Background: an optimization exercise with open tools, aiming at a short achievable clock period and few clock cycles per item. Do not read the settings as production practice.
No functional check of the RTL was part of any run shown here.
Power figures rest on the tool's default switching activity, not on a simulated workload.

File: design/flow/run.sh
#!/bin/bash
# synth_recipe.tcl (not shown) runs the flow's synth.tcl, then flattens the netlist and writes it again
# the make line also repeats each setting of config.mk as NAME=value (left out here)
make -C /OpenROAD-flow-scripts/flow DESIGN_CONFIG=/design/flow/config.mk WORK_HOME=/design/flow/orfs CLKGATE_MAP_FILE= SYNTH_SCRIPT=/design/flow/synth_recipe.tcl finish
File: design/flow/config.mk
export PLATFORM = sky130hd
export DESIGN_NAME = cpu
export DESIGN_NICKNAME = cpu
export VERILOG_FILES = /design/flow/design.v
export SDC_FILE = /design/flow/constraint.sdc
export NUM_CORES = 8
export LEC_CHECK = 0
export ABC_CLOCK_PERIOD_IN_PS = 2800
export CAP_MARGIN = 20
export CORE_MARGIN = 2
export CORE_UTILIZATION = 55
export SETUP_SLACK_MARGIN = 4.7
export SLEW_MARGIN = 20
File: design/flow/constraint.sdc
create_clock -name core_clock -period 7.5 [get_ports {clk}]
set_input_delay 1.5000 -clock core_clock [delete_from_list [all_inputs] [get_ports {clk}]]
set_output_delay 1.5000 -clock core_clock [all_outputs]
set_load 0.01 [all_outputs]
File: design/flow/design.v
module cpu(clk, rst, imem_addr, imem_rdata, dmem_addr, dmem_rdata, dmem_we, dmem_wdata);
  input clk;
  input rst;
  output [9:0] imem_addr;
  input [31:0] imem_rdata;
  output [9:0] dmem_addr;
  input [31:0] dmem_rdata;
  output dmem_we;
  output [31:0] dmem_wdata;
  reg [31:0] RF [1:31];
  reg [31:0] wRes, w2Res;      
  reg [4:0] wDest;             
  reg [31:0] rfData;           
  reg [9:0] PC;
  wire [31:0] fI = imem_rdata;
  wire fJ = fI[31:26] == 6'd2;
  wire fBr = fI[31:27] == 5'b00010;
  wire fPT = fBr & fI[15];
  wire [9:0] fPC1 = PC + 10'd1;
  wire [10:0] fBTx = {PC, 1'b1} + {fI[9:0], 1'b1};
  wire [9:0] fBT = fBTx[10:1];
  wire [9:0] fNext = fJ ? fI[9:0] : fPT ? fBT : fPC1;
  wire [9:0] fAlt = fPT ? fPC1 : fBT;
  wire [4:0] fRs = fI[25:21], fRt = fI[20:16];
  wire [31:0] fRsV = fRs == 5'd0 ? 32'd0 : RF[fRs];
  wire [31:0] fRtV = fRt == 5'd0 ? 32'd0 : RF[fRt];
  reg [31:0] dI, dA, dB;
  reg dV, dPT, dA2, dA3, dB2, dB3;
  reg [9:0] dAlt;
  wire [5:0] dOp = dI[31:26], dFn = dI[5:0];
  wire [4:0] dRs = dI[25:21], dRt = dI[20:16], dRd = dI[15:11];
  wire dR = dOp == 6'd0;
  wire dSLL = dR & dFn == 6'd0, dSRL = dR & dFn == 6'd2, dADD = dR & dFn == 6'd32,
       dSUB = dR & dFn == 6'd34, dAND = dR & dFn == 6'd36, dOR = dR & dFn == 6'd37,
       dNOR = dR & dFn == 6'd39;
  wire dADDI = dOp == 6'd8, dANDI = dOp == 6'd12, dORI = dOp == 6'd13,
       dLW = dOp == 6'd35, dSW = dOp == 6'd43, dBEQ = dOp == 6'd4, dBNE = dOp == 6'd5;
  wire dRW = dSLL | dSRL | dADD | dSUB | dAND | dOR | dNOR;
  wire dIW = dADDI | dANDI | dORI | dLW;
  wire [4:0] dDest = dRW ? dRd : dIW ? dRt : 5'd0;
  wire dImm = dADDI | dANDI | dORI;
  wire [31:0] dSimm = {{16{dI[15]}}, dI[15:0]};
  wire [31:0] dAv = dA2 ? wRes : dA3 ? w2Res : dA;
  wire [31:0] dBv = dB2 ? wRes : dB3 ? w2Res : dB;
  wire [9:0] dAddr = dAv[9:0] + dI[11:2];
  reg [4:0] eDest;
  reg eSW, eBeq, eBne, ePT, eK;
  wire [4:0] eDestV = eK ? 5'd0 : eDest;
  wire eSWV = eSW & ~eK;
  reg [9:0] eAlt, eAddr, mAddr;
  reg [31:0] eA, eB, eO2;
  reg eFA, eFB, eF2, eSub;
  reg [4:0] eSh;
  reg sAdd, sAnd, sOr, sNor, sSll, sSrl, sLw;
  reg sWe;
  reg [31:0] sData;
  wire dStall = dV & (((dLW | dSW) & eDestV != 5'd0 & eDestV == dRs) | (dLW & eSWV));
  wire [31:0] A = eFA ? wRes : eA;
  wire [31:0] B = eFB ? wRes : eB;
  wire [31:0] O2 = eF2 ? wRes ^ {32{eSub}} : eO2;
  wire [32:0] sumx = {A, 1'b1} + {O2, eSub};
  wire [31:0] sum = sumx[32:1];
  wire [31:0] res = ({32{sAdd}} & sum) | ({32{sAnd}} & (A & O2)) | ({32{sOr}} & (A | O2))
                  | ({32{sNor}} & ~(A | O2)) | ({32{sSll}} & (B << eSh))
                  | ({32{sSrl}} & (B >> eSh)) | ({32{sLw}} & dmem_rdata);
  wire eqAB = eA == eB, eqRB = wRes == eB, eqAR = eA == wRes;
  wire eEq = eFA ? (eFB | eqRB) : (eFB ? eqAR : eqAB);
  wire eMis = ~eK & ((eBeq & (eEq ^ ePT)) | (eBne & (eEq ~^ ePT)));
  assign imem_addr = PC;
  assign dmem_addr = mAddr;
  assign dmem_we = sWe;
  assign dmem_wdata = sData;
  wire dGo = dV & ~dStall;
  always @(posedge clk) begin
    if(rst) begin
      PC <= 10'd0;
      dV <= 1'b0;
      eDest <= 5'd0;
      eSW <= 1'b0;
      eBeq <= 1'b0;
      eBne <= 1'b0;
      eK <= 1'b0;
      wDest <= 5'd0;
      sWe <= 1'b0;
    end else begin
      if(eMis) begin
        PC <= eAlt;
        dV <= 1'b0;
      end else if(~dStall) begin
        PC <= fNext;
        dV <= 1'b1;
      end
      eDest <= dGo ? dDest : 5'd0;
      eSW <= dGo & dSW;
      eBeq <= dGo & dBEQ;
      eBne <= dGo & dBNE;
      eK <= eMis;
      wDest <= eDestV;
      sWe <= eSWV;
    end
    if(~dStall) begin
      dI <= fI;
      dPT <= fPT;
      dAlt <= fAlt;
      dA <= fRsV;
      dB <= fRtV;
      dA2 <= eDestV != 5'd0 & eDestV == fRs;
      dB2 <= eDestV != 5'd0 & eDestV == fRt;
      dA3 <= wDest != 5'd0 & wDest == fRs;
      dB3 <= wDest != 5'd0 & wDest == fRt;
    end else begin
      dA <= dAv;
      dB <= dBv;
      dA2 <= eDestV != 5'd0 & eDestV == dRs;
      dB2 <= eDestV != 5'd0 & eDestV == dRt;
      dA3 <= 1'b0;
      dB3 <= 1'b0;
    end
    ePT <= dPT;
    eAlt <= dAlt;
    eAddr <= dAddr;
    mAddr <= eSWV ? eAddr : dAddr;
    eA <= dAv;
    eB <= dBv;
    eO2 <= dImm ? dSimm : dSUB ? ~dBv : dBv;
    eFA <= eDestV != 5'd0 & eDestV == dRs;
    eFB <= eDestV != 5'd0 & eDestV == dRt;
    eF2 <= ~dImm & eDestV != 5'd0 & eDestV == dRt;
    eSub <= dSUB;
    eSh <= dI[10:6];
    sAdd <= dADD | dSUB | dADDI;
    sAnd <= dAND | dANDI;
    sOr <= dOR | dORI;
    sNor <= dNOR;
    sSll <= dSLL;
    sSrl <= dSRL;
    sLw <= dLW;
    sData <= B;
    wRes <= res;
    rfData <= eDestV != 5'd0 ? res : 32'd0;
    w2Res <= rfData;
    if(wDest != 5'd0) RF[wDest] <= rfData;
  end
endmodule
==> flow_summary.json, run 1 <==
{
  "overflow": 0,
  "htreeDepth": 4,
  "cp_cell_sequence": "buf_6 -> mux2i_4 -> inv_2 -> ha_4 -> a21oi_2 -> o211ai_1 -> a221o_1 -> o2111ai_2 -> nand3b_1 -> buf_6 -> a221oi_4 -> nor3b_2 -> or3_1",
  "cellLeakagePower_nw": 29.7,
  "synth-edff-count": 1035,
  "fin_skew_ps": 30.9,
  "syn_inst": 5104,
  "slowest_stage": "a221o_1",
  "setup_tns_ps": 0,
  "synth_xor_area_share_pct": 2.38,
  "worstSetupPathType": "flip-flop to flip-flop",
  "status": "timing/DRC/antenna clean",
  "dr.pass1.iters": 8,
  "worst-path-buf-inv": 3,
  "worstReg2RegEnd": "wRes[30]",
  "cts_buffers": 151,
  "setup_violations": 0,
  "vias_per_cell": 6.95,
  "whs_endpoint": "ePT",
  "final_hold_viol_count": 0,
  "die_h_um": 360,
  "synthTopCellsByCount": "1035 x edfxtp_1, 499 x mux2i_1, 433 x mux4_2",
  "rsz0062_at_grt": "true",
  "cp_common_cell": "buf_6",
  "synth_nets": 5257,
  "start_util_pct": 55.4,
  "power_density_mw_per_mm2": 222,
  "synth_area_leader_cell": "edfxtp_1",
  "worst_path_largest_cell_delay_ps": 460,
  "r2r_start": "eFA",
  "num_rows": 130,
  "slew_headroom_pct": 20.0,
  "dieArea_mm2": 0.129,
  "end_kind": "flip-flop",
  "ys_ff_latch": 1400,
  "synth.area.top_cells": "edfxtp_1 45%, mux4_2 14%, dfxtp_1 11%",
  "finalCritPeriodShare_pct": 45.8,
  "synth.distinct_cells": 83,
  "cts.clk_slew.worst_paths_ps": 60,
  "grt_max_degree": 74,
  "fin_nets": 5507,
  "hold_depth": 0,
  "post-route-util_pct": 66.5,
  "worstPathMaxFanout": 6,
  "cts_hold_buf": 0,
  "synth-simple-area-share_pct": 5.73,
  "synth_top_family_by_area": "multiplexers",
  "yosysMostFrequentCell": "edfxtp_1",
  "grt_usage_pct": 38.7,
  "ant_nets": 0,
  "cts_tree": "yes",
  "synthArstFlopShare_pct": 0,
  "yosysWarnings": 1,
  "hpwlAfterDp_um": 146000,
  "vdd_ir_drop_max_mv": 0.259,
  "tightest_slew_ps": 1200,
  "gp_congestion": 0.999,
  "arrival_ps": 4100,
  "wl_per_cell_um": 35.8,
  "hold_path.class": "flip-flop to flip-flop",
  "layout-drive-gt1-share_pct": 30.3,
  "r2r_cells": 13,
  "rrSetupSlack_ps": 4060,
  "cap_violations": 0,
  "wl_um": 255000,
  "synth_top_area_share_pct": 44.7,
  "drc": 0,
  "required_ps": 8170,
  "first_iter_violations": 7150,
  "via_count": 49600,
  "max_clock_freq_mhz": 291,
  "antenna_found_initial": 14,
  "coreArea_mm2": 0.126,
  "min_period_ps": 3440,
  "grt_pass1_wl_um": 354000,
  "synth_compound_area_share_pct": 9.20,
  "die_x_um": 360,
  "muxShareOfSynthArea_pct": 22.7,
  "clk_latency_ps": 810,
  "min_from": "dPT",
  "synthFlopType": "edfxtp_1",
  "place.port_buffers": 118,
  "cts_root_buffer": "clkbuf_16",
  "crit_family": "compound AO/OA/AOI/OAI gates",
  "synth_fa_ha_area_share_pct": 1.60,
  "clockBufferDepth": 3,
  "report.final.slew_viol_count": 0,
  "yosysSeqAreaShare_pct": 55.2,
  "netlist_area_mm2": 0.0695,
  "clock_sinks": 1400,
  "area_growth_pct": 20.1,
  "grt_pass1_vias": 47500,
  "start_kind": "flip-flop",
  "syn_avg_cell_area_um2": 13.6,
  "num_io_pins": 119
}
through the flow:
step | power (mW) | cells | hold slack (ps) | area [um2] | setup slack [ps]
5_1_grt | 19.0 | 7131 | 326 | 83500 | 4060
6_report | 18.5 | 7132 | 325 | 83500 | 4060
4_1_cts | 18.3 | 7046 | 319 | 81700 | 4170
2_1_floorplan | 9.91 | 5104 | 323 | 71000 | 4100
3_5_place_dp | 10.5 | 6587 | 329 | 72800 | 2830
3_3_place_gp | 10.5 | 6586 | 324 | 72800 | 2850
cell families after synthesis:
logic type | count (synthesis)
adders and majority gates | 87
buffers and inverters | 543
AOI/OAI and AO/OA | 989
DFF | 1400
and+or+nand+nor | 874
muxes | 1022
xor gates and xnor gates | 189
power breakdown:
| part | internal [mW] | leakage, nW | switching [mW] |
|---|---|---|---|
| clock network | 4.42 | 2.49 | 3.21 |
| registers | 8.37 | 13.0 | 0.153 |
| logic | 1.01 | 14.2 | 1.33 |
| total | 13.8 | 29.7 | 4.69 |
repair_timing:
| item | CTS | global route |
|---|---|---|
| setup endpoints to repair | 266 | 175 |
| pin swaps | 67 | 72 |
| buffers inserted | 147 | 73 |
| cloned | 33 | 11 |
| resized for setup | 661 | 209 |
how the worst max path moves through the flow:
stage	end	slack, ps	startpoint	depth (start not counted)
floorplan	PC[9]	4100	imem_rdata[1]	9
global placement	dA[23]	2850	imem_rdata[22]	7
finish	wRes[30]	4060	eFA	13
CTS	rfData[22]	4170	eFA	13
detailed placement	dA[23]	2830	imem_rdata[22]	7
global route	wRes[30]	4060	eSub	13
registers in the layout, summed over array words and instances (netlist names), 5 cells and up:
| name | cells |
|---|---|
| RF | 992 |
| dA | 32 |
| dB | 32 |
| dI | 32 |
| eA | 32 |
| eB | 32 |
| eO2 | 32 |
| rfData | 32 |
| sData | 32 |
| w2Res | 32 |
| wRes | 32 |
| PC | 10 |
| dAlt | 10 |
| eAddr | 10 |
| eAlt | 10 |
| mAddr | 10 |
| eDest | 5 |
| eSh | 5 |
| wDest | 5 |
layer usage:
layer	routed length [um]	track usage, %	vias up
met5	16	0	-
met4	14500	19.1	4
met3	27500	8.30	686
met2	119000	61.4	3242
met1	94300	51.0	25200
li1	-	-	20500
cell type report:
class / instances / area [um2]
clock inverters: 67 / 732
inverters: 132 / 543
repair inverters: 2 / 22.5
flip-flops and latches: 1400 / 38500
multi-input cells: 3164 / 31400
repair buffers: 503 / 5840
well taps: 1650 / 2060
diodes: 2 / 5.00
fillers: 8929 / 42100
clock buffers: 212 / 4340
layout by cell type (no fill, tap or decap), types with 24 or more instances in the layout:
cell,Yosys,layout
buf_4,13,244
xor2_1,26,24
nand4_1,25,25
nand2_1,223,210
xnor2_1,163,145
nor2_1,374,328
a211oi_1,88,82
clkbuf_1,251,36
o21ai_0,180,106
edfxtp_1,1035,1035
buf_2,82,47
mux2i_4,0,24
o21ai_1,4,54
mux2i_1,499,457
dfxtp_4,0,26
a22o_1,31,31
a21oi_2,0,48
and2_1,30,24
a21oi_1,306,245
buf_16,0,33
buf_6,7,52
dfxtp_1,365,296
mux2_2,89,75
ha_1,84,47
buf_12,0,40
clkinv_2,0,28
ha_4,0,31
clkdlybuf4s50_1,0,47
inv_1,127,109
mux4_2,433,433
dfxtp_2,0,43
clkbuf_16,0,167
a22oi_1,27,25
o221ai_1,89,84
o22ai_1,84,82
nand3_1,52,45
nor3_1,34,27
nor2_4,0,36
==> run 2: changes to the inputs <==
--- a/design/flow/config.mk
+++ b/design/flow/config.mk
@@ -7,7 +7,7 @@
 export LEC_CHECK = 0
-export ABC_CLOCK_PERIOD_IN_PS = 2800
+export ABC_CLOCK_PERIOD_IN_PS = 1600
 export CAP_MARGIN = 20
 export CORE_MARGIN = 2
-export CORE_UTILIZATION = 55
-export SETUP_SLACK_MARGIN = 4.7
+export CORE_UTILIZATION = 40
+export SETUP_SLACK_MARGIN = 4.5
 export SLEW_MARGIN = 20
==> flow_summary.json, run 2 <==
{
  "status": "timing/DRC/antenna clean",
  "ant_nets": 0,
  "start_util_pct": 40.1,
  "setup_tns_ps": 0,
  "worstPathMaxFanout": 6,
  "grt_usage_pct": 27.4,
  "post-route-util_pct": 47.6,
  "layout-drive-gt1-share_pct": 27.1,
  "required_ps": 8180,
  "r2r_start": "eFA",
  "synth_xor_area_share_pct": 2.38,
  "wl_um": 251000,
  "p_seq_share_pct": 47.3,
  "largest_register_ffs": 992,
  "dr.pass1.iters": 6,
  "antenna_found_initial": 17,
  "synth_top_area_share_pct": 44.7,
  "drc": 0,
  "fin_skew_ps": 31.3,
  "synth.distinct_cells": 83,
  "cts_root_buffer": "clkbuf_16",
  "place_ws_ps": 2290,
  "wl_met1_um": 96300,
  "arrival_ps": 4040,
  "cp_cell_sequence": "buf_12 -> buf_16 -> mux2i_4 -> inv_2 -> ha_4 -> nand2_1 -> o211ai_1 -> a221o_1 -> or2_4 -> a31o_2 -> a21oi_4 -> nor3b_1 -> or3_4",
  "cap_violations": 0,
  "whs_endpoint": "eAlt[6]",
  "worstReg2RegEnd": "wRes[20]",
  "vias_per_cell": 6.31,
  "crit_family": "compound AO/OA/AOI/OAI gates",
  "synth_nets": 5257,
  "synthArstFlopShare_pct": 0,
  "synth-simple-area-share_pct": 5.73,
  "clock_power_share_pct": 40.3,
  "p_sw_mw": 4.65,
  "area_growth_pct": 18.5,
  "finalCritPeriodShare_pct": 44.8,
  "die_x_um": 421,
  "synth-edff-count": 1035,
  "tightest_slew_ps": 1120,
  "rsz0062_at_grt": "true",
  "syn_avg_cell_area_um2": 13.6,
  "clk_latency_ps": 820,
  "ys_ff_latch": 1400,
  "setup_slack_ps": 4140,
  "vdd_ir_drop_max_mv": 0.250,
  "die_h_um": 421,
  "yosysSeqAreaShare_pct": 55.2,
  "worst-path-buf-inv": 3,
  "dieArea_mm2": 0.177,
  "synthTopCellsByCount": "1035 x edfxtp_1, 499 x mux2i_1, 433 x mux4_2",
  "met3_length_um": 24200,
  "synth_fa_ha_area_share_pct": 1.60,
  "final_hold_viol_count": 0,
  "place.port_buffers": 118,
  "worst_path_largest_cell_delay_ps": 470,
  "cts_tree": "yes",
  "cellLeakagePower_nw": 28.7,
  "fin_nets": 5381,
  "cts.clk_slew.worst_paths_ps": 60,
  "regMostFlops": "RF",
  "hold_path.class": "flip-flop to flip-flop",
  "grt_pass1_vias": 46800,
  "clock_sinks": 1400,
  "synth_top_family_by_area": "multiplexers",
  "cts_hold_buf": 0,
  "synth_area_leader_cell": "edfxtp_1",
  "hold_depth": 0,
  "hpwlAfterDp_um": 145000,
  "max_clock_freq_mhz": 297,
  "route.met2.wl_um": 118000,
  "grt_pass1_wl_um": 352000,
  "min_period_ps": 3360,
  "first_iter_violations": 6321,
  "worstSetupPathType": "flip-flop to flip-flop",
  "maxUsedRoutingLayer": "met5",
  "slew_headroom_pct": 25.5,
  "netlist_area_mm2": 0.0695,
  "yosysMostFrequentCell": "edfxtp_1",
  "final_common_cell": "edfxtp_1",
  "coreArea_mm2": 0.173,
  "crit_path_start": "eFA",
  "setup_violations": 0,
  "power_frac_comb_pct": 12.3,
  "report.final.slew_viol_count": 0,
  "gp_congestion": 0.969,
  "cts_buffers": 146,
  "wl_per_cell_um": 32.7,
  "htreeDepth": 4,
  "syn_inst": 5104,
  "yosysWarnings": 1,
  "r2r_cells": 13,
  "overflow": 0,
  "min_from": "dAlt[6]",
  "via_count": 48400,
  "clockBufferDepth": 3,
  "synth.area.top_cells": "edfxtp_1 45%, mux4_2 14%, dfxtp_1 11%",
  "end_kind": "flip-flop",
  "power_density_mw_per_mm2": 219,
  "synthFlopType": "edfxtp_1",
  "rrSetupSlack_ps": 4140,
  "num_io_pins": 119,
  "switching_share_pct": 25.8,
  "muxShareOfSynthArea_pct": 22.7,
  "p_int_mw": 13.4,
  "start_kind": "flip-flop",
  "slowest_stage": "a221o_1",
  "layout_common_cells": "1035 x edfxtp_1, 467 x mux2i_1, 433 x mux4_2",
  "grt_max_degree": 78,
  "synth_compound_area_share_pct": 9.20,
  "num_rows": 153
}
==> run 2: cell counts after synthesis <==
No cell type changed its count.
==> run 2: cell type report <==
type	count	area [um2]
antenna	3	7.51
multi-input combinational	3164	31100
tap	2325	2910
clock buffer	196	4040
sequential	1400	38500
fill	15000	90800
inverter	132	522
clock inverter	75	724
timing repair buffer	384	4580
==> run 2: power groups by stage <==
| stage | clock network (mW) | logic, mW | registers, mW |
|---|---|---|---|
| 2_1_floorplan | 0 | 1.26 | 8.62 |
| 4_1_cts | 7.35 | 2.03 | 8.53 |
| 3_5_place_dp | 0 | 1.83 | 8.69 |
| 5_1_grt | 7.65 | 2.32 | 8.54 |
| 3_3_place_gp | 0 | 1.84 | 8.69 |
| 6_report | 7.27 | 2.22 | 8.53 |
==> run 2: metrics by stage <==
stage | cell area, um2 | cells | hold WS [ps] | total power, mW
final | 82400 | 7679 | 340 | 18.0
after global routing | 82400 | 7678 | 348 | 18.5
after detailed placement | 73400 | 7245 | 327 | 10.5
after CTS | 81000 | 7608 | 339 | 17.9
after floorplan | 70700 | 5104 | 323 | 9.88
after global placement | 73400 | 7245 | 324 | 10.5
==> run 2: worst reg2reg max path: stages (launching register included) <==
cell	delay (ps)
dfxtp_4	420
buf_12	140
buf_16	150
mux2i_4	280
inv_2	70
ha_4	260
nand2_1	80
o211ai_1	120
a221o_1	470
or2_4	300
a31o_2	260
a21oi_4	190
nor3b_1	90
or3_4	410
==> run 2: worst max-delay path by stage <==
stage	slack, ps	to	cells after the start
after floorplan	4100	PC[9]	9
after global placement	2370	dB[9]	8
after detailed placement	2290	dB[10]	8
after CTS	4140	wRes[30]	13
after global routing	4080	rfData[24]	14
final	4140	wRes[20]	13
==> run 2: repair_timing <==
action | CTS | global route
pin swaps | 50 | 60
buffers inserted | 67 | 61
setup endpoints to repair | 252 | 128
gates cloned | 25 | 6
gates resized for setup | 485 | 179
==> run 2: cells by family after synthesis <==
family          count (synthesis)
flops                        1400
compound gates                989
buf+inv                       543
mux                          1022
simple gates                  874
fa+ha+maj                      87
xor+xnor                      189
==> run 2: per-layer routing <==
| layer | vias to the layer above | track usage, % |
|---|---|---|
| met4 | 6 | 11.5 |
| li1 | 20200 | - |
| met1 | 24700 | 36.6 |
| met5 | - | 0 |
| met3 | 584 | 5.26 |
| met2 | 2902 | 44.0 |
==> run 3: changes to the inputs <==
--- a/design/flow/config.mk
+++ b/design/flow/config.mk
@@ -7,3 +7,3 @@
 export LEC_CHECK = 0
-export ABC_CLOCK_PERIOD_IN_PS = 1600
+export ABC_CLOCK_PERIOD_IN_PS = 800
 export CAP_MARGIN = 20
==> flow_summary.json, run 3 <==
{
  "cellLeakagePower_nw": 28.7,
  "setup_violations": 0,
  "status": "timing/DRC/antenna clean",
  "grt_pass1_wl_um": 352000,
  "netlist_area_mm2": 0.0695,
  "rsz0062_at_grt": "true",
  "cts_root_buffer": "clkbuf_16",
  "end_kind": "flip-flop",
  "clock_sinks": 1400,
  "setup_slack_ps": 4140,
  "die_h_um": 421,
  "cap_violations": 0,
  "dieArea_mm2": 0.177,
  "clock_power_share_pct": 40.3,
  "final_common_cell": "edfxtp_1",
  "synth-edff-count": 1035,
  "p_seq_share_pct": 47.3,
  "place_ws_ps": 2290,
  "synth.area.top_cells": "edfxtp_1 45%, mux4_2 14%, dfxtp_1 11%",
  "cts_hold_buf": 0,
  "yosysSeqAreaShare_pct": 55.2,
  "fin_skew_ps": 31.3,
  "fin_nets": 5381,
  "cts_buffers": 146,
  "regArea_mm2": 0.0385,
  "max_clock_freq_mhz": 297,
  "synthArstFlopShare_pct": 0,
  "vias_per_cell": 6.31,
  "wl_per_cell_um": 32.7,
  "required_ps": 8180,
  "layout_common_cells": "1035 x edfxtp_1, 467 x mux2i_1, 433 x mux4_2",
  "first_iter_violations": 6321,
  "min_period_ps": 3360,
  "cts.clk_slew.worst_paths_ps": 60,
  "syn_avg_cell_area_um2": 13.6,
  "switching_share_pct": 25.8,
  "clockBufferDepth": 3,
  "synthFlopType": "edfxtp_1",
  "antenna_found_initial": 17,
  "yosysMostFrequentCell": "edfxtp_1",
  "ant_nets": 0,
  "p_int_mw": 13.4,
  "synthTopCellsByCount": "1035 x edfxtp_1, 499 x mux2i_1, 433 x mux4_2",
  "dr.pass1.iters": 6,
  "area_growth_pct": 18.5,
  "syn_inst": 5104,
  "slew_headroom_pct": 25.5,
  "cts_tree": "yes",
  "gp_congestion": 0.969,
  "wl_um": 251000,
  "die_x_um": 421,
  "via_count": 48400,
  "worstPathMaxFanout": 6,
  "grt_pass1_vias": 46800,
  "largest_register_ffs": 992,
  "clk_latency_ps": 820,
  "power_frac_comb_pct": 12.3,
  "p_sw_mw": 4.65,
  "ys_ff_latch": 1400,
  "htreeDepth": 4,
  "overflow": 0,
  "regMostFlops": "RF",
  "place.port_buffers": 118,
  "layout-drive-gt1-share_pct": 27.1,
  "arrival_ps": 4040,
  "grt_max_degree": 78,
  "n_fill_cell": 15000,
  "tightest_slew_ps": 1120,
  "worstSetupPathType": "flip-flop to flip-flop",
  "vdd_ir_drop_max_mv": 0.250,
  "synth_nets": 5257,
  "num_rows": 153,
  "setup_tns_ps": 0,
  "num_io_pins": 119,
  "start_kind": "flip-flop",
  "grt_usage_pct": 27.4,
  "synth_top_area_share_pct": 44.7,
  "coreArea_mm2": 0.173,
  "yosysWarnings": 1,
  "start_util_pct": 40.1,
  "drc": 0,
  "hold_path.class": "flip-flop to flip-flop",
  "hpwlAfterDp_um": 145000,
  "power_density_mw_per_mm2": 219,
  "synth_area_leader_cell": "edfxtp_1",
  "p_total_mw": 18.0,
  "multi_input_area_mm2": 0.0311,
  "finalCritPeriodShare_pct": 44.8,
  "final_hold_viol_count": 0,
  "synth.distinct_cells": 83,
  "report.final.slew_viol_count": 0
}
run 3: kinds of logic (layout without fill, tap and decap cells):
| group | Yosys count | count (layout) | share of synthesized area, % |
|---|---|---|---|
| AO/OA/AOI/OAI | 989 | 989 | 9.20 |
| other | 0 | 3 | 0 |
| adder cells (fa/ha/maj) | 87 | 87 | 1.60 |
| AND/OR/NAND/NOR | 874 | 877 | 5.73 |
| multiplexers | 1022 | 1022 | 22.7 |
| flip-flops | 1400 | 1400 | 55.2 |
| buffers and inverters | 543 | 787 | 3.22 |
| XOR/XNOR | 189 | 189 | 2.38 |
run 3: worst max-delay path: stages (launching register included):
cell	delay (ps)
dfxtp_4	420
buf_12	140
buf_16	150
mux2i_4	260
inv_2	70
ha_4	260
nand2_1	80
o211ai_1	120
a221o_1	470
or2_4	300
a31o_2	260
a21oi_4	190
nor3b_1	90
or3_4	410
run 3: layer usage:
layer	part of all wire [%]	vias up	wire length, um	GRT usage, %
met1	38	24700	96300	36.6
met3	9.7	584	24200	5.26
li1	-	20200	-	-
met4	4.9	6	12400	11.5
met2	47	2902	118000	44.0
met5	0.014	-	36	0
run 3: area by class of cell:
cell class	count	share of cell area (%)
clock buffer	196	4.90
inverter	132	0.633
timing repair buffer	384	5.55
multi-input combinational	3164	37.8
tap	2325	3.53
clock inverter	75	0.879
antenna	3	0.00911
sequential	1400	46.7
run 3: through the flow:
stage	hold slack (ps)	util (%)	cells	instance area, um2
2_1_floorplan	323	-	5104	70700
3_3_place_gp	324	42.3	7245	73400
3_5_place_dp	327	42.3	7245	73400
4_1_cts	339	46.7	7608	81000
5_1_grt	348	47.6	7678	82400
6_report	340	47.6	7679	82400
run 3: what timing repair did:
item / in CTS / in global routing
endpoints found under the hold margin: 0 / 0
endpoints found under the setup margin: 252 / 128
buffers inserted: 67 / 61
pin swaps: 50 / 60
gates cloned: 25 / 6
resized for setup: 485 / 179
run 3: final timing paths:
path	slack (ps)	end	start	depth (start not counted)
worst max-delay path	4140	wRes[20]	eFA	13
worst min register to register	340	eAlt[6]	dAlt[6]	0
worst max register to register	4140	wRes[20]	eFA	13
worst min-delay path	340	eAlt[6]	dAlt[6]	0
run 3: power groups by stage:
stage / sequential, mW / clock, mW / combinational, mW
after floorplan: 8.62 / 0 / 1.26
after global placement: 8.69 / 0 / 1.84
after detailed placement: 8.69 / 0 / 1.83
after CTS: 8.53 / 7.35 / 2.03
after global routing: 8.54 / 7.65 / 2.32
final: 8.53 / 7.27 / 2.22

## port drivers added, routing unchanged
Ports are ideal in the flow. The routed layouts listed here were re-timed in OpenROAD. Step 1, drivers: a clkbuf_16 drives clk and a buf_2 each remaining input, both assumed. Step 2 also shifts input and output timing later by t, the mid clock arrival at the registers, as if the neighbouring blocks saw the same clock. Three values: no drivers, after step 1, after step 2; two values: the first two.
run | t (ns) | setup WS [ns] | worst register clock-pin slew, ns | worst data-port slew with drivers (ns) | cell pins on the clock port's net
run 1 | 0.867 | 4.063 / 4.063 / 3.511 | 0.07 / 0.07 | 0.46 | 1
run 2 | 0.881 | 4.138 / 4.138 / 3.381 | 0.07 / 0.07 | 0.38 | 1
run 3 | 0.881 | 4.138 / 4.138 / 3.381 | 0.07 / 0.07 | 0.38 | 1
After both steps setup and hold are still met in every run listed.
